Source: an optimization exercise on an open RTL-to-GDS flow (aim: small area). Production flows keep margins and buffers that such runs may drop. In this exercise RTL edits were held to simulation tests only and were not proved equivalent to the original. No driver is modelled on the clock port, so clocking that relies on it looks cheaper here than on a real chip. Power is estimated from default activity; no workload was simulated.

==> design.v <==
`timescale 1ns/1ps
module synchro(
  input                clk,
  input                resetn,
  input  [width-1 : 0] data_in,
  output [width-1 : 0] data_out
);
  parameter width = 1;
  reg [width-1 : 0] reg_a_s;
  reg [width-1 : 0] reg_b_s;
  always @(posedge clk or negedge resetn) begin
    if (~resetn) begin
      reg_a_s <= 0;
      reg_b_s <= 0;
    end else begin
      reg_a_s <= data_in;
      reg_b_s <= reg_a_s;
    end
  end
  assign data_out = reg_b_s;
endmodule  
`timescale 1ns/1ps
module debouncer(
  input        clk,
  input        res_n,
  input        dis,       
  input  [4:0] tgt,       
  input        tgt_ok,    
  input        data_in,   
  output       data_out   
);
  reg [12:0] lo;
  reg [4:0]  hi;
  reg        fil;
  wire d     = data_in ^ fil;
  wire hold  = dis;
  wire adv   = ~dis & d;                            
  wire lz    = ~|lo[11:0];
  wire wrap  = lo[12] & lz;                         
  wire lfb   = lo[12] ^ lo[3] ^ lo[2] ^ lo[0] ^ lz;
  wire hz    = ~|hi[3:0];
  wire hfb   = hi[4] ^ hi[2] ^ hz;
  wire hadv  = adv & wrap;
  wire hhold = hold | (adv & ~wrap);
  wire match = tgt_ok & (hi == tgt);
  wire [12:0] lo_n = ({13{hold}} & lo) | ({13{adv}} & {lo[11:0], lfb});
  wire [4:0]  hi_n = ({5{hhold}} & hi) | ({5{hadv}} & {hi[3:0], hfb});
  always @(posedge clk or negedge res_n) begin
    if (~res_n) begin
      lo  <= 13'h0;
      hi  <= 5'h0;
      fil <= 1'b0;
    end else begin
      lo  <= lo_n;
      hi  <= hi_n;
      fil <= fil ^ (adv & match);
    end
  end
  assign data_out = dis ? data_in : fil;
endmodule  
`timescale 1ns/1ps
module int_ctrl(
  input        clk,
  input        res_n,
  input  [7:0] switch,          
  input  [4:0] button,          
  output [7:0] int_switch_sts,  
  input  [7:0] int_switch_ena,  
  input  [7:0] int_switch_clr,  
  output [4:0] int_button_sts,  
  input  [4:0] int_button_ena,  
  input  [4:0] int_button_clr,  
  input  [4:0] button_posedge,  
  input  [4:0] button_negedge,  
  input        invoke_int,      
  output       interrupt
);
  reg [7:0] sw_sts;
  reg [4:0] bt_sts;
  reg       irq;
  reg [7:0] sw_prev;
  reg [4:0] bt_prev;
  wire [7:0] sw_chg = switch ^ sw_prev;
  wire [4:0] bt_chg = button ^ bt_prev;
  wire [4:0] bt_hit = bt_chg & ((button & button_posedge) | (~button & button_negedge));
  wire [7:0] sw_nxt = int_switch_ena & ({8{invoke_int}} | sw_chg | (sw_sts & ~int_switch_clr));
  wire [4:0] bt_nxt = int_button_ena & ({5{invoke_int}} | bt_hit | (bt_sts & (bt_chg | ~int_button_clr)));
  always @(posedge clk or negedge res_n) begin
    if (~res_n) begin
      sw_sts <= 8'h00;
      bt_sts <= 5'h00;
      irq    <= 1'b0;
    end else begin
      sw_sts <= sw_nxt;
      bt_sts <= bt_nxt;
      irq    <= |{sw_sts, bt_sts};
    end
  end
  always @(posedge clk) begin
    sw_prev <= switch;
    bt_prev <= button;
  end
  assign interrupt      = irq;
  assign int_switch_sts = sw_sts;
  assign int_button_sts = bt_sts;
endmodule  
`timescale 1ns/1ps
module axi_lite(
  input         ACLK,
  input         ARESETn,
  input         AWVALID,
  output        AWREADY,
  input  [31:0] AWADDR,
  input  [2 :0] AWPROT,
  input         WVALID,
  output        WREADY,
  input  [31:0] WDATA,
  input  [3 :0] WSTRB,
  output        BVALID,
  input         BREADY,
  output [1 :0] BRESP,
  input         ARVALID,
  output        ARREADY,
  input  [31:0] ARADDR,
  input  [2 :0] ARPROT,
  output        RVALID,
  input         RREADY,
  output [31:0] RDATA,
  output [1 :0] RRESP,
  output [7:0] led,
  input  [7:0] switch,
  input  [4:0] button,
  input  [7:0] int_switch_sts,
  output [7:0] int_switch_ena,
  output [7:0] int_switch_clr,
  input  [4:0] int_button_sts,
  output [4:0] int_button_ena,
  output [4:0] int_button_clr,
  output [4:0] button_posedge,
  output [4:0] button_negedge,
  output [7:0] deb_switch_dis,  
  output [4:0] deb_button_dis,
  output [4:0] deb_time,
  output       invoke_int_test
);
  localparam [31:0] ID = 32'h7e8155aa;
  reg ar, rv, aw, bv;
  reg [7:0] led_s;
  reg [7:0] sw_ena;
  reg [4:0] bt_ena;
  reg [4:0] bt_pos;
  reg [4:0] bt_neg;
  reg [7:0] deb_sw_dis;   
  reg [4:0] deb_bt_dis;
  reg [4:0] deb_t;
  reg [12:0] rdat;
  reg        rid;    
  reg        rdec;   
  reg        bdec;   
  reg [7:0]  sw_clr;
  reg [4:0]  bt_clr;
  reg        inv;
  wire [3:0] wa = AWADDR[5:2];
  wire [3:0] ra = ARADDR[5:2];
  wire s0 = WSTRB[0];
  wire s1 = WSTRB[1];
  wire w0 = s0 & WDATA[0];
  always @(posedge ACLK or negedge ARESETn) begin
    if (~ARESETn) begin
      ar         <= 1'b0;
      rv         <= 1'b0;
      aw         <= 1'b0;
      bv         <= 1'b0;
      led_s      <= 8'h00;
      sw_ena     <= 8'h00;
      bt_ena     <= 5'h00;
      bt_pos     <= 5'h00;
      bt_neg     <= 5'h00;
      deb_sw_dis <= 8'h00;
      deb_bt_dis <= 5'h00;
      deb_t      <= 5'h00;
    end else begin
      ar <= (~ar & ~rv) | (ar & ~ARVALID);
      rv <= (ar & ARVALID) | (rv & ~RREADY);
      aw <= ~aw & ~bv & AWVALID & WVALID;
      bv <= aw | (bv & ~BREADY);
      if (aw) begin
        case (wa)
          4'd0: if (s0) led_s <= WDATA[7:0];
          4'd3: begin
            if (s0) sw_ena <= sw_ena | WDATA[7:0];
            if (s1) bt_ena <= bt_ena | WDATA[12:8];
          end
          4'd4: begin
            if (s0) sw_ena <= sw_ena & ~WDATA[7:0];
            if (s1) bt_ena <= bt_ena & ~WDATA[12:8];
          end
          4'd5: begin
            if (s0) bt_pos <= WDATA[4:0];
            if (s1) bt_neg <= WDATA[12:8];
          end
          4'd6: if (w0) begin
            sw_ena <= 8'hff;
            bt_ena <= 5'h1f;
            bt_pos <= 5'h1f;
            bt_neg <= 5'h1f;
          end
          4'd7: if (w0) begin
            sw_ena <= 8'h00;
            bt_ena <= 5'h00;
          end
          4'd8: begin
            if (s0) deb_sw_dis <= ~WDATA[7:0];
            if (s1) deb_bt_dis <= ~WDATA[12:8];
          end
          4'd9: if (s0) deb_t <= WDATA[4:0];
          default: ;
        endcase
      end
    end
  end
  reg [12:0] rmux;
  always @(*) begin
    case (ra)
      4'd0:    rmux = {5'h00, led_s};
      4'd1:    rmux = {button, switch};
      4'd2:    rmux = {int_button_sts, int_switch_sts};
      4'd3:    rmux = {bt_ena, sw_ena};
      4'd4:    rmux = {bt_ena, sw_ena};
      4'd5:    rmux = {bt_neg, 3'b000, bt_pos};
      4'd8:    rmux = ~{deb_bt_dis, deb_sw_dis};
      4'd9:    rmux = {8'h00, deb_t};
      4'd10:   rmux = ID[12:0];
      default: rmux = 13'h0000;
    endcase
  end
  always @(posedge ACLK) begin
    sw_clr <= {8{aw & (wa == 4'd2) & s0}} & WDATA[7:0];
    bt_clr <= {5{aw & (wa == 4'd2) & s1}} & WDATA[12:8];
    inv    <= aw & (wa == 4'd11) & w0;
    bdec   <= (aw & wa[3] & wa[2]) | (bv & bdec);
    rid    <= (ar & (ra == 4'd10)) | (rv & rid);
    rdec   <= (ar & ra[3] & ra[2]) | (rv & rdec);
    rdat   <= ({13{ar}} & rmux) | ({13{rv}} & rdat);
  end
  assign ARREADY = ar;
  assign RVALID  = rv;
  assign RDATA   = {ID[31:13] & {19{rid}}, rdat};
  assign RRESP   = {rdec, rdec};
  assign AWREADY = aw;
  assign WREADY  = aw;
  assign BVALID  = bv;
  assign BRESP   = {bdec, bdec};
  assign led             = led_s;
  assign int_switch_ena  = sw_ena;
  assign int_button_ena  = bt_ena;
  assign int_switch_clr  = sw_clr;
  assign int_button_clr  = bt_clr;
  assign button_posedge  = bt_pos;
  assign button_negedge  = bt_neg;
  assign deb_switch_dis  = deb_sw_dis;
  assign deb_button_dis  = deb_bt_dis;
  assign deb_time        = deb_t;
  assign invoke_int_test = inv;
endmodule  
 `timescale 1ns/1ps
module axi_gpio_top(  
  input ACLK,
  input ARESETn,
  input        AWVALID,
  output       AWREADY,
  input [31:0] AWADDR,
  input [2 :0] AWPROT,
  input        WVALID,
  output       WREADY,
  input [31:0] WDATA,
  input [3 :0] WSTRB,  
  output       BVALID,
  input        BREADY,
  output[1 :0] BRESP,
  input        ARVALID,
  output       ARREADY,
  input [31:0] ARADDR,
  input [2 :0] ARPROT,
  output       RVALID,
  input        RREADY,
  output[31:0] RDATA,
  output[1 :0] RRESP,
  output [7:0] led,      
  input  [7:0] switch,   
  input  [4:0] button,    
  output interrupt
);
  wire [7:0] int_switch_sts;
  wire [7:0] int_switch_ena;
  wire [7:0] int_switch_clr;
  wire [4:0] int_button_sts;
  wire [4:0] int_button_ena;
  wire [4:0] int_button_clr;
  wire [4:0] button_posedge;
  wire [4:0] button_negedge;
  wire [7:0] deb_switch_dis;
  wire [4:0] deb_button_dis;
  wire [7:0] switch_synch;
  wire [4:0] button_synch;
  wire [7:0] switch_deb;
  wire [4:0] button_deb;  
  wire [4:0] deb_time;
  wire       invoke_int;
  reg [4:0] deb_tgt;
  always @(*) begin
    case (deb_time)
      5'd0: deb_tgt = 5'd1;
      5'd1: deb_tgt = 5'd2;
      5'd2: deb_tgt = 5'd4;
      5'd3: deb_tgt = 5'd9;
      5'd4: deb_tgt = 5'd18;
      5'd5: deb_tgt = 5'd5;
      5'd6: deb_tgt = 5'd11;
      5'd7: deb_tgt = 5'd22;
      5'd8: deb_tgt = 5'd12;
      5'd9: deb_tgt = 5'd25;
      5'd10: deb_tgt = 5'd19;
      5'd11: deb_tgt = 5'd7;
      5'd12: deb_tgt = 5'd15;
      5'd13: deb_tgt = 5'd31;
      5'd14: deb_tgt = 5'd30;
      5'd15: deb_tgt = 5'd28;
      5'd16: deb_tgt = 5'd24;
      5'd17: deb_tgt = 5'd17;
      5'd18: deb_tgt = 5'd3;
      5'd19: deb_tgt = 5'd6;
      5'd20: deb_tgt = 5'd13;
      5'd21: deb_tgt = 5'd27;
      5'd22: deb_tgt = 5'd23;
      5'd23: deb_tgt = 5'd14;
      5'd24: deb_tgt = 5'd29;
      5'd25: deb_tgt = 5'd26;
      5'd26: deb_tgt = 5'd21;
      5'd27: deb_tgt = 5'd10;
      5'd28: deb_tgt = 5'd20;
      5'd29: deb_tgt = 5'd8;
      5'd30: deb_tgt = 5'd16;
      default: deb_tgt = 5'd0;
    endcase
  end
  wire       deb_tgt_ok = ~&deb_time;
  synchro#(8) 
  synchro_switch(  
    .clk     (ACLK),
    .resetn  (ARESETn),
    .data_in (switch),
    .data_out(switch_synch)
  );
  synchro#(5) 
  synchro_button(  
    .clk     (ACLK),
    .resetn  (ARESETn),
    .data_in (button),
    .data_out(button_synch)
  ); 
 genvar i;
 generate
    for (i=0; i<=7; i=i+1) begin : switch_debouncers 
    debouncer i_debouncer(  
     .clk(ACLK), 
     .res_n(ARESETn),
     .dis(deb_switch_dis[i]),
     .tgt(deb_tgt),
     .tgt_ok(deb_tgt_ok),
     .data_in(switch_synch[i]), 
     .data_out(switch_deb[i])      
 );
 end 
 endgenerate
 genvar j;
 generate
    for (j=0; j<=4; j=j+1) begin : buttton_debouncers
    debouncer j_debouncer(  
     .clk(ACLK), 
     .res_n(ARESETn),
     .dis(deb_button_dis[j]),
     .tgt(deb_tgt),
     .tgt_ok(deb_tgt_ok),
     .data_in(button_synch[j]), 
     .data_out(button_deb[j])      
 );
 end 
 endgenerate
 int_ctrl i_int_ctrl(  
   .clk(ACLK),
   .res_n(ARESETn),
   .switch(switch_deb),          
   .button(button_deb),          
   .int_switch_sts(int_switch_sts),
   .int_switch_ena(int_switch_ena), 
   .int_switch_clr(int_switch_clr),
   .int_button_sts(int_button_sts),
   .int_button_ena(int_button_ena),
   .int_button_clr(int_button_clr),
   .button_posedge(button_posedge),
   .button_negedge(button_negedge), 
   .invoke_int(invoke_int),
   .interrupt(interrupt)
);
 axi_lite i_axi_lite(  
   .ACLK(ACLK),
   .ARESETn(ARESETn),
   .AWVALID(AWVALID),
   .AWREADY(AWREADY),
   .AWADDR(AWADDR),
   .AWPROT(AWPROT),
   .WVALID(WVALID),
   .WREADY(WREADY),
   .WDATA(WDATA),
   .WSTRB(WSTRB),  
   .BVALID(BVALID),
   .BREADY(BREADY),
   .BRESP(BRESP),
   .ARVALID(ARVALID),
   .ARREADY(ARREADY),
   .ARADDR(ARADDR),
   .ARPROT(ARPROT),
   .RVALID(RVALID),
   .RREADY(RREADY),
   .RDATA(RDATA),
   .RRESP(RRESP),
   .led(led),            
   .switch(switch_deb),         
   .button(button_deb),         
   .int_switch_sts(int_switch_sts), 
   .int_switch_ena(int_switch_ena), 
   .int_switch_clr(int_switch_clr), 
   .int_button_sts(int_button_sts), 
   .int_button_ena(int_button_ena),
   .int_button_clr(int_button_clr),
   .button_posedge(button_posedge),
   .button_negedge(button_negedge), 
   .deb_switch_dis(deb_switch_dis),
   .deb_button_dis(deb_button_dis),
   .deb_time(deb_time),
   .invoke_int_test(invoke_int)
);  
endmodule  
==> flow/run.sh <==
#!/bin/bash
# Own layout flow: the standard flow (standard.sh), with these changes:
#  - synthesis maps the logic with an area-oriented ABC script (abc_area.script
#    here) instead of ORFS's; everything else in the synthesis is unchanged,
#    so the registers are the standard synthesis's;
#  - no half/full adder extraction before mapping;
#  - port buffering uses sky130_fd_sc_hd__buf_1 cells;
#  - CTS without dummy loads;
#  - after CTS, cells off the critical paths are sized down (post_cts.tcl).
# Each tool's full output stays in orfs/logs/; make's output goes to make.log.
set -euo pipefail
W=$(pwd)
cat > "$W/own_synth.tcl" <<EOT
proc abc {args} {
  set i [lsearch -exact \$args -script]
  if {\$i >= 0} { lset args [expr {\$i + 1}] {$W/flow/abc_area.script} }
  yosys abc {*}\$args
}
# ORFS's half/full adder extraction only hurts the area here
proc extract_fa {args} {}
source {$W/synth_recipe.tcl}
EOT
EXTRA="'BUFFER_PORTS_ARGS=-buffer_cell sky130_fd_sc_hd__buf_1'"
EXTRA+=" 'CTS_ARGS=-sink_clustering_enable -repair_clock_nets -buf_list sky130_fd_sc_hd__clkbuf_8 -sink_clustering_size 18 -sink_clustering_max_diameter 70 -dont_use_dummy_load'"
EXTRA+=" 'POST_CTS_TCL=$W/flow/post_cts.tcl'"
sed -e "s#SYNTH_SCRIPT=[^ ']*#SYNTH_SCRIPT=$W/own_synth.tcl#" \
    -e "s#CLKGATE_MAP_FILE= #CLKGATE_MAP_FILE= $EXTRA #" \
    standard.sh > own_standard.sh
grep -q own_synth.tcl own_standard.sh
grep -q POST_CTS_TCL own_standard.sh
bash own_standard.sh > make.log 2>&1
==> flow/abc_area.script <==
strash
dch
amap
strash
&get -n
&dch
&nf -a -R 1000
&put
==> flow/post_cts.tcl <==
# size down cells on paths with slack to spare, then re-legalise
log_cmd repair_timing -recover_power 100 -setup_margin 0 -hold_margin 0 -verbose
detailed_placement
check_placement -verbose
==> standard.sh <==
#!/bin/bash
# synth_recipe.tcl (not shown) runs the flow's synth.tcl, then flattens the netlist and writes it again
# the make line also repeats each setting of config.mk as NAME=value (left out here)
make -C /OpenROAD-flow-scripts/flow DESIGN_CONFIG=/design/flow/config.mk WORK_HOME=/design/flow/orfs CLKGATE_MAP_FILE= SYNTH_SCRIPT=/design/flow/synth_recipe.tcl "${@:-finish}"
==> config.mk <==
export PLATFORM = sky130hd
export DESIGN_NAME = axi_gpio_top
export DESIGN_NICKNAME = axi_gpio_top
export VERILOG_FILES = /design/flow/design.v
export SDC_FILE = /design/flow/constraint.sdc
export NUM_CORES = 4
export LEC_CHECK = 0
export ABC_AREA = 1
export CAP_MARGIN = 0
export CORE_MARGIN = 2
export CORE_UTILIZATION = 40
export SLEW_MARGIN = 0
==> constraint.sdc <==
create_clock -name core_clock -period 10.0 [get_ports {ACLK}]
set_input_delay 2.0000 -clock core_clock [delete_from_list [all_inputs] [get_ports {ACLK}]]
set_output_delay 2.0000 -clock core_clock [all_outputs]
set_load 0.01 [all_outputs]
==> summary.txt, run 1 <==
Setup path
  – Cell with the most instances on the worst path: sky130_fd_sc_hd__or2_0
  – Cells along the critical path: buf_1 > or2_0 > nor2_1 > a31oi_1 > o21ai_0 > clkbuf_1 > or2_0 > o22a_1
  – Worst Setup End Kind: flop
  – Crit-path max cell delay: 860 ps
  – Worst R2R Start: i_axi_lite.deb_t[0]
  – Critical Path Fanout Max: 17
  – Critical Path Source: AWADDR[3]
  – Cell with the biggest individual delay on the critical path: sky130_fd_sc_hd__or2_0
  – Type of the worst setup path: primary input to flop
  – Buf+Inv Stages, Crit Path: 2
  – Worst path top cell family by delay: simple AND/OR/NAND/NOR gates
  – Critical Path Source Type: primary input
  – Arrival time of data at the critical path endpoint: 4490 ps
  – Worst endpoint required time: 10500 ps

Logic synthesis
  – Count of flip-flops with a built-in enable after synthesis: 0
  – Cells after Synth: 1351
  – Synthesis warning total: 6
  – Most frequent cells after synthesis: sky130_fd_sc_hd__dfrtp_1, sky130_fd_sc_hd__a22o_1, sky130_fd_sc_hd__nor2_1
  – Synth area leaders: sky130_fd_sc_hd__dfrtp_1, sky130_fd_sc_hd__a22o_1, sky130_fd_sc_hd__dfxtp_1
  – Share of Yosys cell area claimed by the top area cell type: 52.90%
  – Cell with the most instances after synthesis: sky130_fd_sc_hd__dfrtp_1
  – Main synth FF type: sky130_fd_sc_hd__dfrtp_1
  – Unique cell type count in the Yosys netlist: 46
  – Async S/R FF share, synth: 88.77%
  – Cell taking the most area after synthesis: sky130_fd_sc_hd__dfrtp_1
  – Post-Syn Area: 16080 µm²
  – Synthesized flop and latch total: 383
  – Mapped Avg Cell Area: 11.91 µm²
  – Share of the yosys chip area belonging to registers: 58.25%

Floorplan
  – Die Width: 204.5 µm
  – Die area: 41830 µm²
  – I/O pin count: 176
  – Standard cell core area: 39730 µm²
  – Num rows: 73
  – Height of the die: 204.5 µm
  – Effective utilization at floorplan: 40.48%

Run
  – Max capacitance violation total: 0

Global route
  – Antenna violations before repair: 4
  – Via count of the first global-routing pass: 10820
  – Total grt overflow: 0
  – All-Layer GR Usage: 17.67%
  – Global-route wire length before repair: 59310 µm
  – Maximum number of pins on one net before global-route repair: 146

STA
  – Unrepaired setup endpoints after global routing: no
  – F_max: 250.3 MHz
  – Remaining max-slew budget at the tightest pin: 27.39%
  – Clock tree skew after final layout: 31.56 ps
  – Final critical path time including I/O delays and setup: 3995 ps
  – Crit share post-route: 39.95%
  – Total Neg Setup Slack: 0 ps
  – Max Transition Viols Final: 0
  – Final-report setup violation count: 0
  – Slew of the pin with the lowest slew margin: 1089 ps
  – Worst setup margin: 6005 ps
  – Number of hold violations in the final report: 0

Power
  – Post-layout power: 0.003821 W
  – Worst IR drop on VDD: 0.09203 mV
  – Power per standard cell area: 219.2 nW/µm²
  – Static Leakage: 7.679 nW

Min path
  – Path type of the worst min-delay path: flop to flop
  – Worst Hold Launch: synchro_button.reg_a_s[1]

Clock network
  – Clock insertion delay at the later pin of the skew report: 610 ps
  – Worst-path clk slew: 100 ps
  – TritonCTS clock tree: yes
  – Sink Count: 383

Routing
  – WL final: 36910 µm
  – Number of design rule violations left after detail routing: 0
  – Iter 0 DRT Violations: 774
  – Per-cell routed wire length: 18.59 µm
  – Antenna viol nets, final: 0
  – Detailed-route via count: 11170
  – First-pass iteration count of the detailed router: 5
  – Via density per instance: 5.629

Layout
  – Net count, final: 1587
  – Filler cell count in the final layout: 3735
  – Area taken by flip-flops and latches: 9369 µm²
  – Post-synthesis to final-layout area growth: 8.370%
  – Footprint of the multi-input gates: 6510 µm²
  – Fraction of final layout cells sized beyond drive strength 1: 3.016%

Outcome
  – Outcome: timing/DRC/antenna clean

Place
  – Detail Placement HPWL: 24500 µm
  – Global placement routability congestion: 0.8057
  – Count of buffers from port buffering: 82
  – Pre-CTS setup slack: 5535 ps
stage by stage:
step | cells | util (%) | hold slack (ps) | area [µm²]
finish | 1985 | 43.87 | 314.5 | 17430
detailed placement | 1956 | 42.96 | 334.7 | 17070
global placement | 1956 | 42.96 | 335.7 | 17070
global route | 1984 | 43.86 | 310.4 | 17430
floorplan | 1360 | - | 331.2 | 16120
state kept, by name, indices dropped and copies added (netlist names), 8 cells and up:
signal / cells
synchro_switch.reg_b_s: 8
i_int_ctrl.sw_prev: 8
buttton_debouncers.j_debouncer.hi: 25
synchro_switch.reg_a_s: 8
switch_debouncers.i_debouncer.fil: 8
i_axi_lite.led_s: 8
switch_debouncers.i_debouncer.lo: 104
switch_debouncers.i_debouncer.hi: 40
i_axi_lite.deb_sw_dis: 8
i_axi_lite.sw_ena: 8
i_axi_lite.rdat: 13
buttton_debouncers.j_debouncer.lo: 65
i_axi_lite.sw_clr: 8
i_int_ctrl.sw_sts: 8
kinds of logic (layout without fill, tap and decap cells):
group / Yosys count / in the layout / share of synthesized area, %
multiplexers: 24 / 24 / 1.587
flip-flops: 383 / 383 / 58.25
XOR/XNOR: 137 / 137 / 7.460
other: 1 / 11 / 0.02331
AO/OA/AOI/OAI: 422 / 422 / 20.74
buffers and inverters: 52 / 151 / 1.774
AND/OR/NAND/NOR: 332 / 332 / 10.17
cell usage in the layout, fill, tap and decap left out, drive strengths merged, types with 8 or more instances in the layout:
cell type,synthesis,routed
xor2,67,67
conb,1,10
buf,24,87
a221oi,16,16
nor2,93,93
clkinv,28,28
a32oi,10,10
o22ai,8,8
xnor2,70,70
dfrtp,340,340
mux2i,12,12
nor3,37,37
a32o,12,12
a21o,11,11
nand3,12,12
dfxtp,43,43
a31oi,12,12
a22o,234,234
nand2,64,64
o21ai,49,49
nor4,54,54
a21oi,31,31
clkbuf,0,36
mux2,12,12
o22a,13,13
and2,21,21
nand4,23,23
worst register-to-register path: cells and delay by family (launching register included):
kind / cells / cell delay [ps]
AO/OA/AOI/OAI: 2 / 1040
XOR/XNOR: 3 / 510
flip-flops: 1 / 600
AND/OR/NAND/NOR: 3 / 630
buffers and inverters: 1 / 240
worst paths after layout:
check	end	slack, ps	depth (start not counted)
worst max register to register	switch_debouncers[7].i_debouncer.fil	6850	9
min in group asynchronous	switch_debouncers[4].i_debouncer.hi[1]	1510	1
max in group asynchronous	buttton_debouncers[3].j_debouncer.hi[2]	7070	2
worst max-delay path	i_axi_lite.sw_ena[7]	6010	8
worst min register to register	synchro_button.reg_b_s[1]	310	0
worst min-delay path	synchro_button.reg_b_s[1]	310	0
cell type report:
class                           count  share of cell area (%)
Tap cell                          525                   3.769
Multi-Input combinational cell    925                   37.35
Antenna cell                        1                 0.01436
Clock buffer                       27                   2.132
Timing Repair Buffer               96                   2.383
Inverter                           28                  0.6030
Sequential cell                   383                   53.75
where the power goes:
group	switching (W)	internal (W)	total, W
combinational	0.000606	0.000431	0.00104
sequential	0.000284	0.00178	0.00206
clock	0.000477	0.000242	0.000719
total	0.00137	0.00245	0.00382
per-layer routing:
metal,vias to the layer above,track usage [%],share of wire (%)
met4,6,5.228,2.8
li1,5317,-,-
met3,66,3.516,5.2
met5,-,0,0.092
met2,217,27.32,45
met1,5568,25.17,47
==> inputs of run 2 (changes only) <==
--- a/config.mk
+++ b/config.mk
@@ -8,5 +8,5 @@
 export ABC_AREA = 1
-export CAP_MARGIN = 0
+export CAP_MARGIN = 10
 export CORE_MARGIN = 2
 export CORE_UTILIZATION = 40
-export SLEW_MARGIN = 0
+export SLEW_MARGIN = 10
==> summary.txt, run 2 <==
Global route
  – Via count of the first global-routing pass: 10820
  – All-Layer GR Usage: 17.67%
  – Maximum number of pins on one net before global-route repair: 146
  – Global-route wire length before repair: 59310 µm
  – Antenna violations before repair: 4
  – Total grt overflow: 0

Setup path
  – Worst endpoint required time: 10500 ps
  – Worst flop-to-flop path endpoint: switch_debouncers[7].i_debouncer.fil
  – Worst Setup End Kind: flop
  – Reg2Reg Depth: 9
  – Worst-case register-to-register setup slack: 6830 ps
  – Worst R2R Start: i_axi_lite.deb_t[0]
  – Arrival time of data at the critical path endpoint: 4480 ps
  – Type of the worst setup path: primary input to flop
  – Critical Path Fanout Max: 17
  – Critical Path Source Type: primary input

Min path
  – Hold path endpoint: synchro_button.reg_b_s[1]
  – Worst Hold Launch: synchro_button.reg_a_s[1]
  – Worst hold path depth: 0
  – Path type of the worst min-delay path: flop to flop

Routing
  – Per-cell routed wire length: 18.59 µm
  – DR WL met3: 1859 µm
  – Antenna viol nets, final: 0
  – First-pass iteration count of the detailed router: 5
  – Metal1 wirelength: 17220 µm
  – Top metal layer carrying routed signals: met5
  – DR WL met2: 16750 µm
  – Detailed-route via count: 11230
  – Via density per instance: 5.656
  – Iter 0 DRT Violations: 756
  – Number of design rule violations left after detail routing: 0
  – WL final: 36900 µm

Logic synthesis
  – Most frequent cells after synthesis: sky130_fd_sc_hd__dfrtp_1, sky130_fd_sc_hd__a22o_1, sky130_fd_sc_hd__nor2_1
  – Async S/R FF share, synth: 88.77%
  – Adder-Cell Fraction of Synth Area: 0%
  – Cells after Synth: 1351
  – Simple-gate share of the synthesized area: 10.17%
  – Synthesized flop and latch total: 383
  – Cell taking the most area after synthesis: sky130_fd_sc_hd__dfrtp_1
  – Dominant combinational cell family by area after synthesis: compound AO/OA/AOI/OAI gates
  – Synth area leaders: sky130_fd_sc_hd__dfrtp_1, sky130_fd_sc_hd__a22o_1, sky130_fd_sc_hd__dfxtp_1
  – Mapped Avg Cell Area: 11.91 µm²
  – Fraction of synthesized cell area in xor and xnor cells: 7.460%
  – Synthesis warning total: 6
  – Cell with the most instances after synthesis: sky130_fd_sc_hd__dfrtp_1
  – Unique cell type count in the Yosys netlist: 46
  – Share of the yosys chip area belonging to registers: 58.25%
  – Count of flip-flops with a built-in enable after synthesis: 0
  – Share of Yosys cell area claimed by the top area cell type: 52.90%
  – Post-Syn Area: 16080 µm²
  – Post-synthesis compound-gate area fraction: 20.74%
  – Portion of netlist area occupied by mux cells: 1.587%
  – Main synth FF type: sky130_fd_sc_hd__dfrtp_1

Power
  – Net switching share of the total power: 35.74%
  – Power share of the sequential group: 54.0%
  – Worst IR drop on VDD: 0.09169 mV
  – Power per standard cell area: 218.8 nW/µm²
  – Cell Int Power: 0.002455 W
  – Clock power share: 18.8%
  – Logic pwr share: 27.2%
  – Static Leakage: 7.688 nW
  – Psw: 0.001366 W

Floorplan
  – Num rows: 73
  – Height of the die: 204.5 µm
  – I/O pin count: 176
  – Die area: 41830 µm²
  – Standard cell core area: 39730 µm²
  – Effective utilization at floorplan: 40.48%
  – Die Width: 204.5 µm

Layout
  – Largest registers: switch_debouncers.i_debouncer.lo x104, buttton_debouncers.j_debouncer.lo x65, switch_debouncers.i_debouncer.hi x40
  – Post-layout instance count excluding filler cells: 1985
  – Biggest register: switch_debouncers.i_debouncer.lo
  – Util after Layout: 43.94%
  – Most used cells in the layout excluding fill and tap cells: sky130_fd_sc_hd__dfrtp_1, sky130_fd_sc_hd__a22o_1, sky130_fd_sc_hd__nor2_1
  – Number of flip-flops under the largest register name: 104
  – Fraction of final layout cells sized beyond drive strength 1: 3.084%
  – Commonest non-fill, non-tap cell in the layout: sky130_fd_sc_hd__dfrtp_1
  – Post-synthesis to final-layout area growth: 8.549%
  – Filler cell count in the final layout: 3733
  – Net count, final: 1587

STA
  – Crit share post-route: 39.83%
  – Unrepaired setup endpoints after global routing: no
  – Worst setup margin: 6017 ps
  – Number of hold violations in the final report: 0
  – Max Transition Viols Final: 0
  – Final hold slack: 314.8 ps
  – Clock tree skew after final layout: 31.17 ps
  – F_max: 251.0 MHz
  – Slew of the pin with the lowest slew margin: 1083 ps
  – Final critical path time including I/O delays and setup: 3983 ps
  – Remaining max-slew budget at the tightest pin: 27.77%
  – Final-report setup violation count: 0
  – Total Neg Setup Slack: 0 ps

Run
  – Max capacitance violation total: 0

Place
  – Pre-CTS setup slack: 5535 ps
  – Global placement routability congestion: 0.8057
  – Detail Placement HPWL: 24500 µm
  – Count of buffers from port buffering: 82
  – Placed Cells incl. Taps: 1956

Clock network
  – Sink Count: 383
  – TritonCTS clock tree: yes
  – Clock insertion delay at the later pin of the skew report: 610 ps
  – Worst-path clk slew: 100 ps

Outcome
  – Outcome: timing/DRC/antenna clean
-- run 2: per-stage QoR --
stage,instance area [µm²],power [W]
6_report,17460,0.003821
5_1_grt,17460,0.004086
3_5_place_dp,17070,0.003131
2_1_floorplan,16120,0.002780
3_3_place_gp,17070,0.003103
-- run 2: cell families (layout without fill, tap and decap cells) --
logic type             after synthesis  count (layout)
multiplexers                        24              24
AO/OA/AOI/OAI                      422             422
other                                1              11
AND/OR/NAND/NOR                    332             332
XOR/XNOR                           137             137
buffers and inverters               52             151
flip-flops                         383             383
-- run 2: worst max-delay path by stage --
stage | end | from | depth (start not counted)
floorplan | i_axi_lite.sw_ena[5] | AWADDR[3] | 6
global placement | i_axi_lite.sw_ena[7] | AWADDR[3] | 8
detailed placement | i_axi_lite.sw_ena[7] | AWADDR[3] | 8
global route | i_axi_lite.sw_ena[7] | AWADDR[3] | 8
finish | i_axi_lite.sw_ena[7] | AWADDR[3] | 8
-- run 2: per-layer routing --
layer  track usage, %  up-vias
met5                0        -
li1                 -     5315
met1            25.17     5638
met2            27.32      202
met4            5.228        6
met3            3.516       67
-- run 2: worst max-delay path, cell delays in order --
cell	delay, ps
sky130_fd_sc_hd__buf_1	200
sky130_fd_sc_hd__or2_0	860
sky130_fd_sc_hd__nor2_1	70
sky130_fd_sc_hd__a31oi_1	240
sky130_fd_sc_hd__o21ai_0	110
sky130_fd_sc_hd__clkbuf_1	260
sky130_fd_sc_hd__or2_0	460
sky130_fd_sc_hd__o22a_1	280
-- run 2: power by group through the flow --
stage               Clock (W)  Sequential [W]  Combinational, W
floorplan                   0         0.00202          0.000763
global route         0.000814         0.00210           0.00117
global placement            0         0.00209           0.00102
finish               0.000718         0.00206           0.00104
detailed placement          0         0.00209           0.00104
-- run 2: cell type report --
cell class	instances	area, µm²	share of cell area [%]
Multi-Input combinational cell	925	6516	37.32
Tap cell	525	656.9	3.762
Timing Repair Buffer	96	437.9	2.508
Antenna cell	1	2.502	0.01433
Inverter	28	105.1	0.6020
Clock buffer	27	371.6	2.128
Sequential cell	383	9369	53.66
==> inputs of run 3 (changes only) <==
--- a/flow/run.sh
+++ b/flow/run.sh
@@ -5,3 +5,2 @@
 #    so the registers are the standard synthesis's;
-#  - no half/full adder extraction before mapping;
 #  - port buffering uses sky130_fd_sc_hd__buf_1 cells;
@@ -18,4 +17,2 @@
 }
-# ORFS's half/full adder extraction only hurts the area here
-proc extract_fa {args} {}
 source {$W/synth_recipe.tcl}
@@ -23,3 +20,3 @@
 EXTRA="'BUFFER_PORTS_ARGS=-buffer_cell sky130_fd_sc_hd__buf_1'"
-EXTRA+=" 'CTS_ARGS=-sink_clustering_enable -repair_clock_nets -buf_list sky130_fd_sc_hd__clkbuf_8 -sink_clustering_size 18 -sink_clustering_max_diameter 70 -dont_use_dummy_load'"
+EXTRA+=" 'CTS_ARGS=-sink_clustering_enable -repair_clock_nets -sink_clustering_size 30 -sink_clustering_max_diameter 70 -dont_use_dummy_load'"
 EXTRA+=" 'POST_CTS_TCL=$W/flow/post_cts.tcl'"
==> flow/abc_area.script (replaced) <==
strash
dch
amap
strash
dch
amap
strash
dch
amap
topo
--- a/config.mk
+++ b/config.mk
@@ -8,5 +8,7 @@
 export ABC_AREA = 1
-export CAP_MARGIN = 10
+export CAP_MARGIN = 20
 export CORE_MARGIN = 2
 export CORE_UTILIZATION = 40
-export SLEW_MARGIN = 10
+export CTS_CLUSTER_DIAMETER = 100
+export CTS_CLUSTER_SIZE = 30
+export SLEW_MARGIN = 20
==> summary.txt, run 3 <==
Layout
  – Number of flip-flops under the largest register name: 104
  – Largest registers: switch_debouncers.i_debouncer.lo x104, buttton_debouncers.j_debouncer.lo x65, switch_debouncers.i_debouncer.hi x40
  – Fraction of final layout cells sized beyond drive strength 1: 3.120%
  – Number of diodes added for antenna fixing: 0
  – Commonest non-fill, non-tap cell in the layout: sky130_fd_sc_hd__o22ai_1
  – Net count, final: 1963
  – Biggest register: switch_debouncers.i_debouncer.lo
  – Most used cells in the layout excluding fill and tap cells: sky130_fd_sc_hd__o22ai_1, sky130_fd_sc_hd__clkinv_1, sky130_fd_sc_hd__dfrtp_1
  – Post-layout instance count excluding filler cells: 2352
  – Post-synthesis to final-layout area growth: 10.90%

Power
  – Worst IR drop on VDD: 0.1096 mV
  – Static Leakage: 7.210 nW
  – Post-layout power: 0.004025 W
  – Power per standard cell area: 222.7 nW/µm²

Floorplan
  – Height of the die: 205.8 µm
  – Die Width: 205.8 µm
  – I/O pin count: 176
  – Effective utilization at floorplan: 40.73%
  – Num rows: 73
  – Die area: 42370 µm²
  – Standard cell core area: 40010 µm²

Place
  – Placed Cells incl. Taps: 2324
  – Count of buffers from port buffering: 82
  – Global placement routability congestion: 0.8884
  – Detail Placement HPWL: 28900 µm

Global route
  – Global-route wire length before repair: 67160 µm
  – All-Layer GR Usage: 19.90%
  – Via count of the first global-routing pass: 12410
  – Total grt overflow: 0
  – Antenna violations before repair: 3
  – Maximum number of pins on one net before global-route repair: 179

Setup path
  – Critical Path Source Type: flop
  – Critical Path Fanout Max: 16
  – Worst endpoint required time: 10490 ps
  – Type of the worst setup path: flop to flop
  – Worst Setup End Kind: flop
  – Arrival time of data at the critical path endpoint: 5050 ps
  – Worst path top cell family by delay: compound AO/OA/AOI/OAI gates
  – Crit-path max cell delay: 780 ps
  – Cells along the critical path: clkinv_1 > a21oi_1 > o21ai_0 > a32oi_1 > buf_4 > clkinv_1 > o22ai_1 > o221ai_1 > a221oi_1 > o221ai_1 > nor4_1 > nor2_1 > a21oi_1
  – Cell with the biggest individual delay on the critical path: sky130_fd_sc_hd__a32oi_1
  – Buf+Inv Stages, Crit Path: 3

Min path
  – Path type of the worst min-delay path: flop to flop

Logic synthesis
  – Share of Yosys cell area claimed by the top area cell type: 52.21%
  – Count of flip-flops with a built-in enable after synthesis: 0
  – Async S/R FF share, synth: 88.77%
  – Post-Syn Area: 16300 µm²
  – Cell with the most instances after synthesis: sky130_fd_sc_hd__o22ai_1
  – Synthesized flop and latch total: 383
  – Share of the yosys chip area belonging to registers: 57.49%
  – Unique cell type count in the Yosys netlist: 38
  – Cell taking the most area after synthesis: sky130_fd_sc_hd__dfrtp_1
  – Main synth FF type: sky130_fd_sc_hd__dfrtp_1
  – Mapped Avg Cell Area: 9.558 µm²
  – Cells after Synth: 1705
  – Most frequent cells after synthesis: sky130_fd_sc_hd__o22ai_1, sky130_fd_sc_hd__clkinv_1, sky130_fd_sc_hd__dfrtp_1
  – Synthesis warning total: 6
  – Synth area leaders: sky130_fd_sc_hd__dfrtp_1, sky130_fd_sc_hd__o22ai_1, sky130_fd_sc_hd__clkinv_1

STA
  – Unrepaired setup endpoints after global routing: no
  – Max Transition Viols Final: 0
  – Remaining max-slew budget at the tightest pin: 29.93%
  – Total Neg Setup Slack: 0 ps
  – Clock tree skew after final layout: 43.18 ps
  – Number of hold violations in the final report: 0
  – Slew of the pin with the lowest slew margin: 1051 ps
  – Final critical path time including I/O delays and setup: 4560 ps
  – Crit share post-route: 45.60%
  – F_max: 219.3 MHz
  – Final-report setup violation count: 0

Routing
  – First-pass iteration count of the detailed router: 5
  – WL final: 41910 µm
  – Number of design rule violations left after detail routing: 0
  – Per-cell routed wire length: 17.82 µm
  – Antenna viol nets, final: 0
  – Detailed-route via count: 13170
  – Iter 0 DRT Violations: 934
  – Via density per instance: 5.601

Outcome
  – Outcome: timing/DRC/antenna clean

Clock network
  – Sink Count: 383
  – TritonCTS clock tree: yes
  – Clock insertion delay at the later pin of the skew report: 570 ps
  – Worst-path clk slew: 110 ps

Run
  – Max capacitance violation total: 0
## run 3: changes by cell type after synthesis, moves of 14 or more
cell                       delta
sky130_fd_sc_hd__nor2_1      +64
sky130_fd_sc_hd__xor2_1      -67
sky130_fd_sc_hd__clkinv_1   +325
sky130_fd_sc_hd__o21ai_0     +22
sky130_fd_sc_hd__and2_0      -21
sky130_fd_sc_hd__o22ai_1    +346
sky130_fd_sc_hd__a21oi_1     +19
sky130_fd_sc_hd__a22o_1     -233
sky130_fd_sc_hd__nor4_1      -21
sky130_fd_sc_hd__o221ai_1    +16
sky130_fd_sc_hd__xnor2_1     -70
sky130_fd_sc_hd__o32ai_1     +14
sky130_fd_sc_hd__nand2_1     -14
## run 3: worst paths after layout
kind | cells past startpoint | end | start | slack [ps]
worst max-delay path | 13 | switch_debouncers[1].i_debouncer.fil | i_axi_lite.deb_t[2] | 5440
max in group asynchronous | 3 | buttton_debouncers[4].j_debouncer.hi[0] | ARESETn | 7120
worst min-delay path | 0 | synchro_button.reg_b_s[1] | synchro_button.reg_a_s[1] | 330
worst max register to register | 13 | switch_debouncers[1].i_debouncer.fil | i_axi_lite.deb_t[2] | 5440
worst min register to register | 0 | synchro_button.reg_b_s[1] | synchro_button.reg_a_s[1] | 330
min in group asynchronous | 1 | switch_debouncers[1].i_debouncer.lo[3] | ARESETn | 1290
## run 3: final cells by class
class                           count  area (µm²)
Fill cell                        3884       21930
Sequential cell                   383        9369
Multi-Input combinational cell    954        5528
Inverter                          353        1325
Tap cell                          525       656.9
Clock buffer                       26       650.6
Timing Repair Buffer              111       543.0
## run 3: per-stage QoR
stage / setup WS [ps] / instance area [µm²] / hold WS [ps] / util (%)
finish: 5440 / 18070 / 332.1 / 45.17
global route: 5111 / 18070 / 334.1 / 45.17
detailed placement: 5464 / 17370 / 334.7 / 43.43
global placement: 5525 / 17370 / 335.9 / 43.41
floorplan: 5892 / 16330 / 331.2 / -
## run 3: metal layers
layer	wire length, µm	global-route usage [%]	vias to the layer above
met4	1343	6.607	4
met2	19160	31.27	367
li1	-	-	6409
met3	2371	3.168	79
met5	23	0	-
met1	19020	28.13	6315
## run 3: cell families after synthesis
| family | share of synthesized area (%) |
|---|---|
| DFF | 57.49 |
| and+or+nand+nor | 10.04 |
| AOI/OAI and AO/OA | 22.60 |
| other | 0.02301 |
| adders and majority gates | 0.6143 |
| buffers and inverters | 9.237 |
## run 3: where the power goes
group,internal (W),leakage (nW),switching [W]
Sequential,0.00177,4.79,0.000171
Clock,0.000459,0.320,0.000507
Combinational,0.000383,2.10,0.000737
Total,0.00261,7.21,0.00141
==> inputs of run 4 (changes only) <==
--- a/flow/run.sh
+++ b/flow/run.sh
@@ -5,2 +5,3 @@
 #    so the registers are the standard synthesis's;
+#  - no half/full adder extraction before mapping;
 #  - port buffering uses sky130_fd_sc_hd__buf_1 cells;
@@ -17,2 +18,4 @@
 }
+# ORFS's half/full adder extraction only hurts the area here
+proc extract_fa {args} {}
 source {$W/synth_recipe.tcl}
@@ -20,3 +23,3 @@
 EXTRA="'BUFFER_PORTS_ARGS=-buffer_cell sky130_fd_sc_hd__buf_1'"
-EXTRA+=" 'CTS_ARGS=-sink_clustering_enable -repair_clock_nets -sink_clustering_size 30 -sink_clustering_max_diameter 70 -dont_use_dummy_load'"
+EXTRA+=" 'CTS_ARGS=-sink_clustering_enable -repair_clock_nets -root_buf sky130_fd_sc_hd__clkbuf_16 -tree_buf sky130_fd_sc_hd__clkbuf_16 -buf_list sky130_fd_sc_hd__clkbuf_4 -sink_clustering_size 10 -sink_clustering_max_diameter 50 -dont_use_dummy_load'"
 EXTRA+=" 'POST_CTS_TCL=$W/flow/post_cts.tcl'"
==> flow/abc_area.script (replaced) <==
strash
dch
amap
strash
&get -n
&dch
&nf -a -R 1000
&put
==> summary.txt, run 4 <==
Logic synthesis
  – Count of flip-flops with a built-in enable after synthesis: 0
  – Synthesized flop and latch total: 383
  – Main synth FF type: sky130_fd_sc_hd__dfrtp_1
  – Cell taking the most area after synthesis: sky130_fd_sc_hd__dfrtp_1
  – Cells after Synth: 1351
  – Most frequent cells after synthesis: sky130_fd_sc_hd__dfrtp_1, sky130_fd_sc_hd__a22o_1, sky130_fd_sc_hd__nor2_1
  – Cell with the most instances after synthesis: sky130_fd_sc_hd__dfrtp_1
  – Post-Syn Area: 16080 µm²
  – Share of Yosys cell area claimed by the top area cell type: 52.90%
  – Synthesis warning total: 6
  – Mapped Avg Cell Area: 11.91 µm²
  – Async S/R FF share, synth: 88.77%
  – Share of the yosys chip area belonging to registers: 58.25%
  – Unique cell type count in the Yosys netlist: 46
  – Synth area leaders: sky130_fd_sc_hd__dfrtp_1, sky130_fd_sc_hd__a22o_1, sky130_fd_sc_hd__dfxtp_1

Power
  – Cell Int Power: 0.002510 W
  – Static Leakage: 7.760 nW
  – Worst IR drop on VDD: 0.1337 mV
  – Psw: 0.001389 W
  – Clock power share: 20.3%
  – Post-layout power: 0.003899 W
  – Power per standard cell area: 222.2 nW/µm²
  – Power share of the sequential group: 52.9%
  – Net switching share of the total power: 35.63%
  – Logic pwr share: 26.8%

Global route
  – Global-route wire length before repair: 59750 µm
  – Antenna violations before repair: 4
  – Via count of the first global-routing pass: 11060
  – M3 GR Usage: 4.025%
  – Maximum number of pins on one net before global-route repair: 146
  – M2 GR Usage: 27.58%
  – GR peak layer: met2
  – Total grt overflow: 0
  – All-Layer GR Usage: 17.97%
  – Met1 layer usage reported by global route: 24.69%

Floorplan
  – Num rows: 73
  – Die Width: 204.5 µm
  – Standard cell core area: 39730 µm²
  – Die area: 41830 µm²
  – Effective utilization at floorplan: 40.48%
  – Height of the die: 204.5 µm
  – I/O pin count: 176

Layout
  – Post-synthesis to final-layout area growth: 9.117%
  – Commonest non-fill, non-tap cell in the layout: sky130_fd_sc_hd__dfrtp_1
  – Footprint of the multi-input gates: 6516 µm²
  – Largest registers: switch_debouncers.i_debouncer.lo x104, buttton_debouncers.j_debouncer.lo x65, switch_debouncers.i_debouncer.hi x40
  – Filler cell count in the final layout: 3740
  – Fraction of final layout cells sized beyond drive strength 1: 4.524%
  – Net count, final: 1609
  – Area taken by flip-flops and latches: 9369 µm²
  – Number of flip-flops under the largest register name: 104
  – Most used cells in the layout excluding fill and tap cells: sky130_fd_sc_hd__dfrtp_1, sky130_fd_sc_hd__a22o_1, sky130_fd_sc_hd__nor2_1
  – Biggest register: switch_debouncers.i_debouncer.lo

STA
  – Total Neg Setup Slack: 0 ps
  – Clock tree skew after final layout: 55.32 ps
  – Max Transition Viols Final: 0
  – Number of hold violations in the final report: 0
  – Remaining max-slew budget at the tightest pin: 27.94%
  – F_max: 246.4 MHz
  – Slew of the pin with the lowest slew margin: 1081 ps
  – Final-report setup violation count: 0
  – Crit share post-route: 40.58%
  – Unrepaired setup endpoints after global routing: no
  – Final critical path time including I/O delays and setup: 4058 ps

Place
  – Count of buffers from port buffering: 82
  – Global placement routability congestion: 0.8057
  – Detail Placement HPWL: 24500 µm

Clock network
  – Worst-path clk slew: 120 ps
  – Sink Count: 383
  – Clock insertion delay at the later pin of the skew report: 540 ps
  – TritonCTS clock tree: yes

Setup path
  – Worst Setup End Kind: flop
  – Worst endpoint required time: 10420 ps
  – Type of the worst setup path: primary input to flop
  – Critical Path Fanout Max: 17
  – Critical Path Source Type: primary input
  – Arrival time of data at the critical path endpoint: 4480 ps

Routing
  – Number of design rule violations left after detail routing: 0
  – Per-cell routed wire length: 18.55 µm
  – First-pass iteration count of the detailed router: 5
  – Antenna viol nets, final: 0
  – Detailed-route via count: 11340
  – Iter 0 DRT Violations: 671
  – Via density per instance: 5.651
  – WL final: 37230 µm

Min path
  – Path type of the worst min-delay path: flop to flop

Outcome
  – Outcome: timing/DRC/antenna clean

Run
  – Max capacitance violation total: 0
run 4: cell count changes after synthesis, sizes merged, moves of 16 or more:
cell / previous run / this run
a21oi: 50 / 31
nor2: 157 / 93
a22o: 1 / 234
clkinv: 353 / 28
o221ai: 19 / 3
nor4: 33 / 54
and2: 0 / 21
o22ai: 354 / 8
o21ai: 71 / 49
xor2: 0 / 67
xnor2: 0 / 70
run 4: worst paths after layout:
check / from / end / slack (ps) / cells past startpoint
min in group asynchronous: ARESETn / switch_debouncers[5].i_debouncer.lo[7] / 1330 / 1
max in group asynchronous: ARESETn / buttton_debouncers[0].j_debouncer.hi[4] / 7210 / 3
worst max register to register: i_axi_lite.deb_t[2] / buttton_debouncers[4].j_debouncer.fil / 6950 / 9
worst min register to register: synchro_button.reg_a_s[2] / synchro_button.reg_b_s[2] / 340 / 0
worst min-delay path: synchro_button.reg_a_s[2] / synchro_button.reg_b_s[2] / 340 / 0
worst max-delay path: AWADDR[3] / i_axi_lite.sw_ena[7] / 5940 / 8
run 4: metal layers:
metal  vias up  routed length (µm)
met3        82                2140
met1      5634               17040
met2       249               16820
met4         6                1191
li1       5370                   -
met5         -                  34
run 4: power groups by stage:
stage / combinational (W) / clock [W] / sequential (W)
after global routing: 0.00118 / 0.000894 / 0.00210
final: 0.00104 / 0.000792 / 0.00206
after detailed placement: 0.00104 / 0 / 0.00209
after floorplan: 0.000763 / 0 / 0.00202
after global placement: 0.00102 / 0 / 0.00209
run 4: final cells by class:
class,instances,share of cell area (%)
flip-flops and latches,383,53.38
multi-input cells,925,37.13
well taps,525,3.743
repair buffers,97,2.581
clock buffers,48,2.552
inverters,28,0.5988
diodes,1,0.01426
run 4: cell families after synthesis:
| family | count (synthesis) | share of synthesized area (%) |
|---|---|---|
| other | 1 | 0.02331 |
| AND/OR/NAND/NOR | 332 | 10.17 |
| flip-flops | 383 | 58.25 |
| AO/OA/AOI/OAI | 422 | 20.74 |
| multiplexers | 24 | 1.587 |
| buffers and inverters | 52 | 1.774 |
| XOR/XNOR | 137 | 7.460 |
run 4: through the flow:
stage | util (%) | hold slack [ps] | instances | worst slack, ps | area [µm²]
global route | 44.17 | 353.2 | 2006 | 5788 | 17550
global placement | 42.96 | 335.7 | 1956 | 5565 | 17070
detailed placement | 42.96 | 334.7 | 1956 | 5535 | 17070
floorplan | - | 331.2 | 1360 | 6243 | 16120
finish | 44.17 | 342.6 | 2007 | 5942 | 17550
run 4: worst max-delay path, stage by stage:
cell	delay (ps)
sky130_fd_sc_hd__buf_1	200
sky130_fd_sc_hd__or2_0	860
sky130_fd_sc_hd__nor2_1	70
sky130_fd_sc_hd__a31oi_1	240
sky130_fd_sc_hd__o21ai_0	110
sky130_fd_sc_hd__clkbuf_1	260
sky130_fd_sc_hd__or2_0	460
sky130_fd_sc_hd__o22a_1	280
==> inputs of run 5 (changes only) <==
--- a/flow/run.sh
+++ b/flow/run.sh
@@ -23,3 +23,3 @@
 EXTRA="'BUFFER_PORTS_ARGS=-buffer_cell sky130_fd_sc_hd__buf_1'"
-EXTRA+=" 'CTS_ARGS=-sink_clustering_enable -repair_clock_nets -root_buf sky130_fd_sc_hd__clkbuf_16 -tree_buf sky130_fd_sc_hd__clkbuf_16 -buf_list sky130_fd_sc_hd__clkbuf_4 -sink_clustering_size 10 -sink_clustering_max_diameter 50 -dont_use_dummy_load'"
+EXTRA+=" 'CTS_ARGS=-sink_clustering_enable -repair_clock_nets -root_buf sky130_fd_sc_hd__clkbuf_16 -tree_buf sky130_fd_sc_hd__clkbuf_16 -buf_list sky130_fd_sc_hd__clkbuf_8 -sink_clustering_size 20 -sink_clustering_max_diameter 60 -dont_use_dummy_load'"
 EXTRA+=" 'POST_CTS_TCL=$W/flow/post_cts.tcl'"
==> summary.txt, run 5 <==
Outcome
  – Outcome: timing/DRC/antenna clean

Place
  – Detail Placement HPWL: 24500 µm
  – Placed Cells incl. Taps: 1956
  – Global placement routability congestion: 0.8057
  – Count of buffers from port buffering: 82

Routing
  – Detailed-route via count: 11250
  – Antenna viol nets, final: 0
  – Number of design rule violations left after detail routing: 0
  – First-pass iteration count of the detailed router: 6
  – Per-cell routed wire length: 18.57 µm
  – Via density per instance: 5.656
  – Iter 0 DRT Violations: 698
  – WL final: 36930 µm

Logic synthesis
  – Count of flip-flops with a built-in enable after synthesis: 0
  – Async S/R FF share, synth: 88.77%
  – Main synth FF type: sky130_fd_sc_hd__dfrtp_1
  – Fraction of synthesized cell area in xor and xnor cells: 7.460%
  – Synthesized flop and latch total: 383
  – Share of the yosys chip area belonging to registers: 58.25%
  – Synthesis warning total: 6
  – Portion of netlist area occupied by mux cells: 1.587%
  – Adder-Cell Fraction of Synth Area: 0%
  – Cell taking the most area after synthesis: sky130_fd_sc_hd__dfrtp_1
  – Post-synthesis compound-gate area fraction: 20.74%
  – Cell with the most instances after synthesis: sky130_fd_sc_hd__dfrtp_1
  – Dominant combinational cell family by area after synthesis: compound AO/OA/AOI/OAI gates
  – Most frequent cells after synthesis: sky130_fd_sc_hd__dfrtp_1, sky130_fd_sc_hd__a22o_1, sky130_fd_sc_hd__nor2_1
  – Unique cell type count in the Yosys netlist: 46
  – Cells after Synth: 1351
  – Share of Yosys cell area claimed by the top area cell type: 52.90%
  – Mapped Avg Cell Area: 11.91 µm²
  – Synth area leaders: sky130_fd_sc_hd__dfrtp_1, sky130_fd_sc_hd__a22o_1, sky130_fd_sc_hd__dfxtp_1
  – Simple-gate share of the synthesized area: 10.17%
  – Post-Syn Area: 16080 µm²

STA
  – Number of hold violations in the final report: 0
  – Final-report setup violation count: 0
  – Total Neg Setup Slack: 0 ps
  – Max Transition Viols Final: 0
  – Clock tree skew after final layout: 40.11 ps
  – F_max: 247.2 MHz
  – Final critical path time including I/O delays and setup: 4046 ps
  – Slew of the pin with the lowest slew margin: 1090 ps
  – Crit share post-route: 40.46%
  – Unrepaired setup endpoints after global routing: no
  – Remaining max-slew budget at the tightest pin: 27.33%

Floorplan
  – Die area: 41830 µm²
  – Die Width: 204.5 µm
  – Effective utilization at floorplan: 40.48%
  – Standard cell core area: 39730 µm²
  – Height of the die: 204.5 µm
  – Num rows: 73
  – I/O pin count: 176

Layout
  – Most used cells in the layout excluding fill and tap cells: sky130_fd_sc_hd__dfrtp_1, sky130_fd_sc_hd__a22o_1, sky130_fd_sc_hd__nor2_1
  – Filler cell count in the final layout: 3726
  – Footprint of the multi-input gates: 6516 µm²
  – Largest registers: switch_debouncers.i_debouncer.lo x104, buttton_debouncers.j_debouncer.lo x65, switch_debouncers.i_debouncer.hi x40
  – Biggest register: switch_debouncers.i_debouncer.lo
  – Number of flip-flops under the largest register name: 104
  – Post-layout instance count excluding filler cells: 1989
  – Fraction of final layout cells sized beyond drive strength 1: 3.349%
  – Net count, final: 1591
  – Post-synthesis to final-layout area growth: 9.109%
  – Area taken by flip-flops and latches: 9369 µm²
  – Commonest non-fill, non-tap cell in the layout: sky130_fd_sc_hd__dfrtp_1

Run
  – Max capacitance violation total: 0

Setup path
  – Worst endpoint required time: 10420 ps
  – Cell with the biggest individual delay on the critical path: sky130_fd_sc_hd__or2_0
  – Arrival time of data at the critical path endpoint: 4470 ps
  – Crit-path max cell delay: 870 ps
  – Worst-case register-to-register setup slack: 6960 ps
  – Type of the worst setup path: primary input to flop
  – Worst Setup End Kind: flop
  – Critical Path Source Type: primary input
  – Cell with the most instances on the worst path: sky130_fd_sc_hd__or2_0
  – Cells along the critical path: buf_1 > or2_0 > nor2_1 > a31oi_1 > o21ai_0 > clkbuf_1 > or2_0 > o22a_1
  – Critical Path Fanout Max: 17

Global route
  – Global-route wire length before repair: 59340 µm
  – Maximum number of pins on one net before global-route repair: 146
  – All-Layer GR Usage: 17.69%
  – Antenna violations before repair: 4
  – Total grt overflow: 0
  – Via count of the first global-routing pass: 10870

Power
  – Static Leakage: 7.732 nW
  – Worst IR drop on VDD: 0.09235 mV
  – Power per standard cell area: 221.9 nW/µm²

Clock network
  – Clock insertion delay at the later pin of the skew report: 550 ps
  – Worst-path clk slew: 100 ps
  – Sink Count: 383
  – TritonCTS clock tree: yes

Min path
  – Path type of the worst min-delay path: flop to flop
## run 5: through the flow
stage / hold slack, ps / utilization, % / total power (W) / setup WS, ps / area (µm²)
floorplan: 331.2 / - / 0.002780 / 6243 / 16120
global route: 349.9 / 44.16 / 0.004156 / 5793 / 17550
finish: 342.6 / 44.17 / 0.003894 / 5954 / 17550
global placement: 335.7 / 42.96 / 0.003103 / 5565 / 17070
detailed placement: 334.7 / 42.96 / 0.003131 / 5535 / 17070
## run 5: final timing paths
kind | startpoint | to | cells past startpoint
worst max-delay path | AWADDR[3] | i_axi_lite.sw_ena[5] | 8
worst min-delay path | synchro_button.reg_a_s[0] | synchro_button.reg_b_s[0] | 0
worst max register to register | i_axi_lite.deb_t[1] | buttton_debouncers[1].j_debouncer.fil | 9
max in group asynchronous | ARESETn | switch_debouncers[6].i_debouncer.lo[8] | 3
min in group asynchronous | ARESETn | switch_debouncers[5].i_debouncer.lo[7] | 1
worst min register to register | synchro_button.reg_a_s[0] | synchro_button.reg_b_s[0] | 0
## run 5: per-layer routing
| metal | part of all wire, % | GRT usage [%] | vias up |
|---|---|---|---|
| met5 | 0.092 | 0 | - |
| met4 | 2.9 | 5.409 | 6 |
| met3 | 4.9 | 3.595 | 63 |
| met2 | 45 | 27.55 | 225 |
| met1 | 47 | 24.91 | 5615 |
| li1 | - | - | 5341 |
## run 5: layout make-up
cell class / instances / share of cell area [%]
Sequential cell: 383 / 53.39
Multi-Input combinational cell: 925 / 37.13
Tap cell: 525 / 3.743
Timing Repair Buffer: 97 / 2.581
Clock buffer: 30 / 2.545
Inverter: 28 / 0.5989
Antenna cell: 1 / 0.01426
## run 5: cells by family after synthesis
logic type,Yosys count
compound gates,422
flops,383
simple gates,332
xor+xnor,137
buf+inv,52
mux,24
other cells,1
## run 5: report_power, final
group | internal, W | switching [W]
Sequential | 0.00178 | 0.000284
Combinational | 0.000438 | 0.000607
Clock | 0.000297 | 0.000487
Total | 0.00252 | 0.00138
## run 5: critical path, delay by kind of cell
kind            cells  cell delay, ps
compound gates      3             630
buf+inv             2             450
simple gates        3            1400
==> inputs of run 6 (changes only) <==
--- a/design.v
+++ b/design.v
@@ -24,3 +24,3 @@
   input        clk,
-  input        res_n,
+  input        up,        
   input        dis,       
@@ -34,5 +34,7 @@
   reg        fil;
-  wire d     = data_in ^ fil;
-  wire hold  = dis;
+  wire fil_v = fil & up;                            
+  wire d     = data_in ^ fil_v;
   wire adv   = ~dis & d;                            
+  wire hold  = dis & up;
+  wire step  = adv & up;
   wire lz    = ~|lo[11:0];
@@ -42,19 +44,14 @@
   wire hfb   = hi[4] ^ hi[2] ^ hz;
-  wire hadv  = adv & wrap;
-  wire hhold = hold | (adv & ~wrap);
+  wire hadv  = step & wrap;
+  wire hhold = hold | (step & ~wrap);
   wire match = tgt_ok & (hi == tgt);
-  wire [12:0] lo_n = ({13{hold}} & lo) | ({13{adv}} & {lo[11:0], lfb});
+  wire [12:0] lo_n = ({13{hold}} & lo) | ({12'h000, adv} & {12'h000, lfb | ~up})
+                   | ({13{step}} & {lo[11:0], 1'b0});
   wire [4:0]  hi_n = ({5{hhold}} & hi) | ({5{hadv}} & {hi[3:0], hfb});
-  always @(posedge clk or negedge res_n) begin
-    if (~res_n) begin
-      lo  <= 13'h0;
-      hi  <= 5'h0;
-      fil <= 1'b0;
-    end else begin
-      lo  <= lo_n;
-      hi  <= hi_n;
-      fil <= fil ^ (adv & match);
-    end
+  always @(posedge clk) begin
+    lo  <= lo_n;
+    hi  <= hi_n;
+    fil <= up & (fil ^ (adv & match));
   end
-  assign data_out = dis ? data_in : fil;
+  assign data_out = dis ? data_in : fil_v;
 endmodule  
@@ -64,2 +61,3 @@
   input        res_n,
+  input        up,              
   input  [7:0] switch,          
@@ -88,11 +86,10 @@
   always @(posedge clk or negedge res_n) begin
-    if (~res_n) begin
-      sw_sts <= 8'h00;
-      bt_sts <= 5'h00;
-      irq    <= 1'b0;
-    end else begin
-      sw_sts <= sw_nxt;
-      bt_sts <= bt_nxt;
-      irq    <= |{sw_sts, bt_sts};
-    end
+    if (~res_n)
+      irq <= 1'b0;
+    else
+      irq <= up & |{sw_sts, bt_sts};
+  end
+  always @(posedge clk) begin
+    sw_sts <= sw_nxt;
+    bt_sts <= bt_nxt;
   end
@@ -347,2 +344,6 @@
   wire       deb_tgt_ok = ~&deb_time;
+  reg up_s;
+  always @(posedge ACLK or negedge ARESETn)
+    if (~ARESETn) up_s <= 1'b0;
+    else          up_s <= 1'b1;
   synchro#(8) 
@@ -366,3 +367,3 @@
      .clk(ACLK), 
-     .res_n(ARESETn),
+     .up(up_s),
      .dis(deb_switch_dis[i]),
@@ -380,3 +381,3 @@
      .clk(ACLK), 
-     .res_n(ARESETn),
+     .up(up_s),
      .dis(deb_button_dis[j]),
@@ -392,2 +393,3 @@
    .res_n(ARESETn),
+   .up(up_s),
    .switch(switch_deb),          
--- a/flow/run.sh
+++ b/flow/run.sh
@@ -23,3 +23,3 @@
 EXTRA="'BUFFER_PORTS_ARGS=-buffer_cell sky130_fd_sc_hd__buf_1'"
-EXTRA+=" 'CTS_ARGS=-sink_clustering_enable -repair_clock_nets -root_buf sky130_fd_sc_hd__clkbuf_16 -tree_buf sky130_fd_sc_hd__clkbuf_16 -buf_list sky130_fd_sc_hd__clkbuf_8 -sink_clustering_size 20 -sink_clustering_max_diameter 60 -dont_use_dummy_load'"
+EXTRA+=" 'CTS_ARGS=-sink_clustering_enable -repair_clock_nets -buf_list sky130_fd_sc_hd__clkbuf_8 -sink_clustering_size 18 -sink_clustering_max_diameter 70 -dont_use_dummy_load'"
 EXTRA+=" 'POST_CTS_TCL=$W/flow/post_cts.tcl'"
--- a/config.mk
+++ b/config.mk
@@ -8,7 +8,5 @@
 export ABC_AREA = 1
-export CAP_MARGIN = 20
+export CAP_MARGIN = 10
 export CORE_MARGIN = 2
-export CORE_UTILIZATION = 40
-export CTS_CLUSTER_DIAMETER = 100
-export CTS_CLUSTER_SIZE = 30
-export SLEW_MARGIN = 20
+export CORE_UTILIZATION = 60
+export SLEW_MARGIN = 10
==> summary.txt, run 6 <==
Outcome
  – Outcome: timing/DRC/antenna clean

Global route
  – Antenna violations before repair: 0
  – Total grt overflow: 0
  – Via count of the first global-routing pass: 10490
  – Global-route wire length before repair: 54970 µm
  – Maximum number of pins on one net before global-route repair: 77

Clock network
  – Sink Count: 384
  – Worst-path clk slew: 110 ps

Logic synthesis
  – Async S/R FF share, synth: 21.09%
  – Mapped Avg Cell Area: 10.54 µm²
  – Main synth FF type: sky130_fd_sc_hd__dfxtp_1
  – Synthesis warning total: 6
  – Most frequent cells after synthesis: sky130_fd_sc_hd__dfxtp_1, sky130_fd_sc_hd__a22o_1, sky130_fd_sc_hd__nor2_1, sky130_fd_sc_hd__xnor2_1, sky130_fd_sc_hd__nand2_1
  – Unique cell type count in the Yosys netlist: 44
  – Post-Syn Area: 15270 µm²
  – Share of the yosys chip area belonging to registers: 53.00%
  – Count of flip-flops with a built-in enable after synthesis: 0
  – Synth area leaders: sky130_fd_sc_hd__dfxtp_1, sky130_fd_sc_hd__a22o_1, sky130_fd_sc_hd__dfrtp_1

Setup path
  – Cell with the biggest individual delay on the critical path: sky130_fd_sc_hd__o21ai_0
  – Cell with the most instances on the worst path: sky130_fd_sc_hd__nor2_1
  – Cells along the critical path: clkbuf_1 > or2_0 > nor2_1 > a31oi_1 > o21ai_0 > nor2_1 > o22a_1
  – Critical Path Source Type: primary input
  – Arrival time of data at the critical path endpoint: 4450 ps
  – Worst endpoint required time: 10470 ps

STA
  – Unrepaired setup endpoints after global routing: no
  – Max Transition Viols Final: 0
  – F_max: 251.2 MHz
  – Remaining max-slew budget at the tightest pin: 23.54%
  – Final critical path time including I/O delays and setup: 3980 ps

Floorplan
  – Die area: 26740 µm²
  – Num rows: 58
  – Height of the die: 163.5 µm

Layout
  – Biggest register: switch_debouncers.i_debouncer.lo
  – Filler cell count in the final layout: 2085
  – Net count, final: 1682
  – Fraction of final layout cells sized beyond drive strength 1: 2.831%
  – Post-layout instance count excluding filler cells: 1884
  – Largest registers: switch_debouncers.i_debouncer.lo x104, buttton_debouncers.j_debouncer.lo x65, switch_debouncers.i_debouncer.hi x40

Place
  – Detail Placement HPWL: 22310 µm
  – Placed Cells incl. Taps: 1857
  – Count of buffers from port buffering: 82

Routing
  – DR WL met2: 15020 µm
  – Detailed-route via count: 11250
  – Antenna viol nets, final: 0
  – Metal1 wirelength: 16420 µm
  – Via density per instance: 5.970

Power
  – Power per standard cell area: 189.5 nW/µm²
  – Worst IR drop on VDD: 0.1399 mV

Min path
  – Path type of the worst min-delay path: flop to flop
[run 6: cell families (layout without fill, tap and decap cells)]
group / Yosys count / count (layout) / share of synthesized area, %
AOI/OAI and AO/OA: 444 / 444 / 22.41
xor gates and xnor gates: 157 / 157 / 9.006
buffers and inverters: 50 / 147 / 1.819
DFF: 384 / 384 / 53.00
muxes: 11 / 11 / 0.8113
other: 2 / 11 / 0.04919
and+or+nand+nor: 400 / 400 / 12.90
[run 6: final timing paths]
kind                                            from                              endpoint  slack, ps  cells after the start
setup / recovery                           AWADDR[3]                  i_axi_lite.sw_ena[3]       6020                      7
hold / removal             synchro_button.reg_a_s[2]             synchro_button.reg_b_s[2]        350                      0
setup reg to reg                 i_axi_lite.deb_t[0]  switch_debouncers[5].i_debouncer.fil       6830                     10
hold reg to reg            synchro_button.reg_a_s[2]             synchro_button.reg_b_s[2]        350                      0
max in group asynchronous                    ARESETn                  i_axi_lite.bt_neg[1]       7660                      3
min in group asynchronous                    ARESETn             synchro_switch.reg_a_s[1]       1260                      1
[run 6: worst max-delay path, delay by kind of cell]
family	cells	cell delay (ps)
and+or+nand+nor	3	1030
buffers and inverters	1	170
AOI/OAI and AO/OA	3	1250
[run 6: final cells by class]
class                   count  area (µm²)  share of cell area (%)
well taps                 330       412.9                   2.524
inverters                  26       97.59                  0.5967
repair buffers             96       435.4                   2.662
multi-input cells        1023        6972                   42.63
flip-flops and latches    384        8094                   49.49
clock buffers              25       344.1                   2.104
[run 6: power breakdown]
part	leakage [nW]	internal [W]	switching, W
Combinational	2.81	0.000277	0.000381
Sequential	3.45	0.00165	0.000115
Clock	0.180	0.000225	0.000454
[run 6: through the flow]
| step | setup WS, ps | utilization (%) | hold slack (ps) |
|---|---|---|---|
| after global routing | 5726 | 65.14 | 364.2 |
| after detailed placement | 5487 | 63.63 | 334.7 |
| after floorplan | 6264 | - | 331.2 |
| final | 6020 | 65.14 | 354.1 |
| after global placement | 5549 | 63.63 | 332.5 |
[run 6: metal layers]
layer	vias up	GRT usage, %
li1	5551	-
met1	5373	37.10
met2	267	39.68
met3	56	3.631
met4	0	6.499
met5	-	0

==> afterwards: timing with drivers on the ports <==
Ports are ideal in the flow. The routed layouts listed here were re-timed in OpenROAD. Step 1, drivers: a clkbuf_16 drives ACLK and a buf_2 each remaining input, both assumed. Step 2, shift: input delay + t, output delay - t, t = (earliest + latest rising clock arrival at the registers) / 2. This alone moves slack from input paths to output paths. Three values: no drivers, after step 1, after step 2; two values: the first two.
run	t (ns)	setup WS [ns]
run 1	0.649	6.005 / 5.985 / 5.337
run 2	0.649	6.017 / 5.997 / 5.348
run 3	0.599	5.440 / 5.440 / 5.226
run 4	0.570	5.942 / 5.920 / 5.350
run 5	0.585	5.954 / 5.940 / 5.355
run 6	0.619	6.020 / 5.979 / 5.403
After both steps every run listed still meets setup and hold.
